This design comes from an exercise in tuning for small area, a short achievable clock period and few clock cycles on the open sky130 flow, not from production work. In this exercise RTL edits were held to simulation tests only and were not proved equivalent to the original.

lane 1:
Design processor, start of the top module:
module processor(
       input Clk,
       input Rst,
       output [31:0] IMemAddr,
       input  [31:0] IMemData,
       output [15:0] DMemAddr,
       output [31:0] DMemWData,
       output DMemWE,
       input  [31:0] DMemRData
    );
    integer i;
    reg  [9:0]  pc;
    reg  [31:0] ir;
    reg         d_v;
    reg  [10:0] d_pc1;      
    reg         d_pt;       
    reg         d_jf;       
    reg         d_jp;       
    reg  [11:0] d_jchk;     
    reg  [9:0]  ras;        
    reg         e_we, e_fl, e_st;
    reg         e_add, e_sub, e_or, e_and, e_xor, e_not, e_pb, e_ld;
    reg  [4:0]  e_rd;
    reg         e_br;       
    reg         e_pt;       
    reg  [3:0]  e_cc;
    reg  [9:0]  e_btgt;     
    reg  [31:0] e_a, e_b;       
    reg  [15:0] e_addr;
    reg  [31:0] d_s1, d_s2;   
    reg         d_b1, d_b2;   
    reg         d_w1, d_w2;   
    reg         e_fa, e_fb;   
    reg         w_we;
    reg  [4:0]  w_rd;
    reg  [31:0] w_res;
    reg         fz, fn, fc, fv;
    reg  [31:0] rf [0:31];
    reg  [31:0] rfv;        
    assign IMemAddr  = {20'b0, pc, 2'b00};
    assign DMemAddr  = e_addr;
    assign DMemWData = eb;
    assign DMemWE    = e_st;
    wire [31:0] ea  = e_fa ? w_res : e_a;
    wire [31:0] eb  = e_fb ? (e_sub ? ~w_res : w_res) : e_b;
    wire [32:0] sum;
    assign sum = {1'b0, ea} + {1'b0, eb} + {32'b0, e_sub};
    wire al_z = e_sub ? ((ea ^ eb) == 32'hFFFFFFFF) : ((ea ^ eb) == {ea[30:0] | eb[30:0], 1'b0});
  ...
Settings: LEC_CHECK=0, CAP_MARGIN=20, CORE_MARGIN=2, CORE_UTILIZATION=30, PLACE_DENSITY=0.4, SLEW_MARGIN=20; clock period 12.0 ns.
standard.sh (not shown) runs the stock make flow with config.mk's settings and CLKGATE_MAP_FILE= SYNTH_SCRIPT=/design/flow/synth_recipe.tcl, a recipe that flattens the netlist after the stock synthesis.
==> flow/flow/run.sh <==
#!/bin/bash
set -euo pipefail
bash standard.sh SETUP_SLACK_MARGIN=8 TNS_END_PERCENT=100 finish > standard_flow.log 2>&1
Testbench counts of lane 1, summed over its fixed seeds: cycles 110,310.
Input-level comparison between lane 3 and lane 1:
diff --git a/flow/design.v b/flow/design.v
--- a/flow/design.v
+++ b/flow/design.v
@@ -67,25 +67,25 @@
     reg  [4:0]  w_rd;
     reg  [31:0] w_res;
     reg         fz, fn, fc, fv;
     reg  [31:0] rf [0:31];
     reg  [31:0] rfv;        
     assign IMemAddr  = {20'b0, pc, 2'b00};
     assign DMemAddr  = e_addr;
     assign DMemWData = eb;
     assign DMemWE    = e_st;
     wire [31:0] ea  = e_fa ? w_res : e_a;
     wire [31:0] eb  = e_fb ? (e_sub ? ~w_res : w_res) : e_b;
     wire [32:0] sum;
-    assign sum = {1'b0, ea} + {1'b0, eb} + {32'b0, e_sub};
+    pfx_add #(32) alu_add (.a(ea), .b(eb), .cin(e_sub), .s(sum[31:0]), .cout(sum[32]));
     wire al_z = e_sub ? ((ea ^ eb) == 32'hFFFFFFFF) : ((ea ^ eb) == {ea[30:0] | eb[30:0], 1'b0});
     wire al_n = sum[31];
     wire al_c = sum[32] ^ e_sub;
     wire al_v = (ea[31] == eb[31]) & (sum[31] != ea[31]);
     wire [31:0] e_alu = ({32{e_add}} & sum[31:0])
                       | ({32{e_or }} & (ea | eb))
                       | ({32{e_and}} & (ea & eb))
                       | ({32{e_xor}} & (ea ^ eb))
                       | ({32{e_not}} & ~ea)
                       | ({32{e_pb }} & eb);
     wire [31:0] e_res = e_ld ? DMemRData : e_alu;
     wire [4:0] op   = ir[31:27];
@@ -153,25 +153,25 @@
     wire [10:0] pc_inc = {1'b0, pc} + 11'd1;
     wire       f_bt  = (IMemData[31:27] == 5'd8) & IMemData[22] &
                        (IMemData[25:23] != 3'b111) & (IMemData[26:23] != 4'b1000);
     wire [9:0] f_tgt;
     pfx_add #(10) bt_add (.a(pc), .b(IMemData[11:2]), .cin(1'b1), .s(f_tgt), .cout());
     wire        f_jmp  = IMemData[31:27] == 5'd9;
     wire        f_jf   = f_jmp & d_v & is_ldi & (IMemData[21:17] == ir[26:22]);
     wire        f_jp   = f_jmp & ~f_jf;
     wire [11:0] f_jtgt, f_jchk;
     pfx_add #(12) jf_add (.a(ir[11:0]), .b(IMemData[11:0]), .cin(1'b0), .s(f_jtgt), .cout());
     pfx_add #(12) jc_add (.a({ras, 2'b00}), .b(~IMemData[11:0]), .cin(1'b1), .s(f_jchk), .cout());
     wire [15:0] addr_sum;
-    assign addr_sum = ((is_ldx | is_stx) ? v1f[15:0] : 16'b0) + ir[15:0];
+    pfx_add #(16) a_add (.a((is_ldx | is_stx) ? v1f[15:0] : 16'b0), .b(ir[15:0]), .cin(1'b0), .s(addr_sum), .cout());
     wire [9:0]  pc_nxt = e_redir ? e_btgt :
                          redir_j ? tgt_j :
                          redir_b ? (d_pt ? d_pc1[9:0] : tgt_b) :
                          stall   ? pc    :
                          f_jf    ? f_jtgt[11:2] :
                          f_jp    ? ras   :
                          f_bt    ? f_tgt : pc_inc[9:0];
     wire dv = d_v & ~stall & ~e_redir;
     wire        b_reg = ~is_ldi & ~is_jmp & (is_st | is_stx | ~ir[16]);
     wire        b_inv = is_sub | is_cmp;
     wire [31:0] sx16  = {{16{ir[15]}}, ir[15:0]};
     wire [31:0] b_imm = is_ldi ? {{10{ir[21]}}, ir[21:0]} :
==> results.txt <==
- Lane 3 reached the end of the flow, and the finished layout is clean on the timing, DRC and antenna checks.
- Cmp lane 1 and lane 3 / synthesized netlist cell count / lower: lane 3
- Lane 1 → lane 3: count of inserted antenna diode cells higher, overall die area decreased by 1.6% relative to the old numbers.
- Lane 3 vs lane 1: global-route usage up in lane 3
- Lane 1 → lane 3: cell count now sits lower, worst setup margin now sits higher, maximum vdd drop now sits higher.
- Met1 wire length (lane 3 over lane 1): increase, 1200 um
Testbench counts of lane 3, summed over its fixed seeds: cycles 110,310.

==> static timing again, ports no longer ideal <==
In the flow no input, the clock included, has a driving cell. The finished layouts below were timed again as built, in two steps.
Step 1 (the two cells are an assumption about what drives the block):
set clk [get_ports {Clk}]
set_driving_cell -lib_cell sky130_fd_sc_hd__clkbuf_16 $clk
set_driving_cell -lib_cell sky130_fd_sc_hd__buf_2 [delete_from_list [all_inputs] $clk]
Step 2 also shifts input and output timing later by t, the mid clock arrival at the registers, as if the neighbouring blocks saw the same clock.
Three values: no drivers, after step 1, after step 2; two values: the first two.
run	t, ns	setup slack, ns	worst setup path after step 2
lane 1	0.907	7.377 / 7.282 / 6.674	input to register
lane 3	0.936	7.428 / 7.342 / 6.768	input to register
After both steps every run listed still meets setup and hold. For lane 1, which loses most, drivers alone change the setup slack by -0.095 ns; drivers and shift together by -0.703 ns.
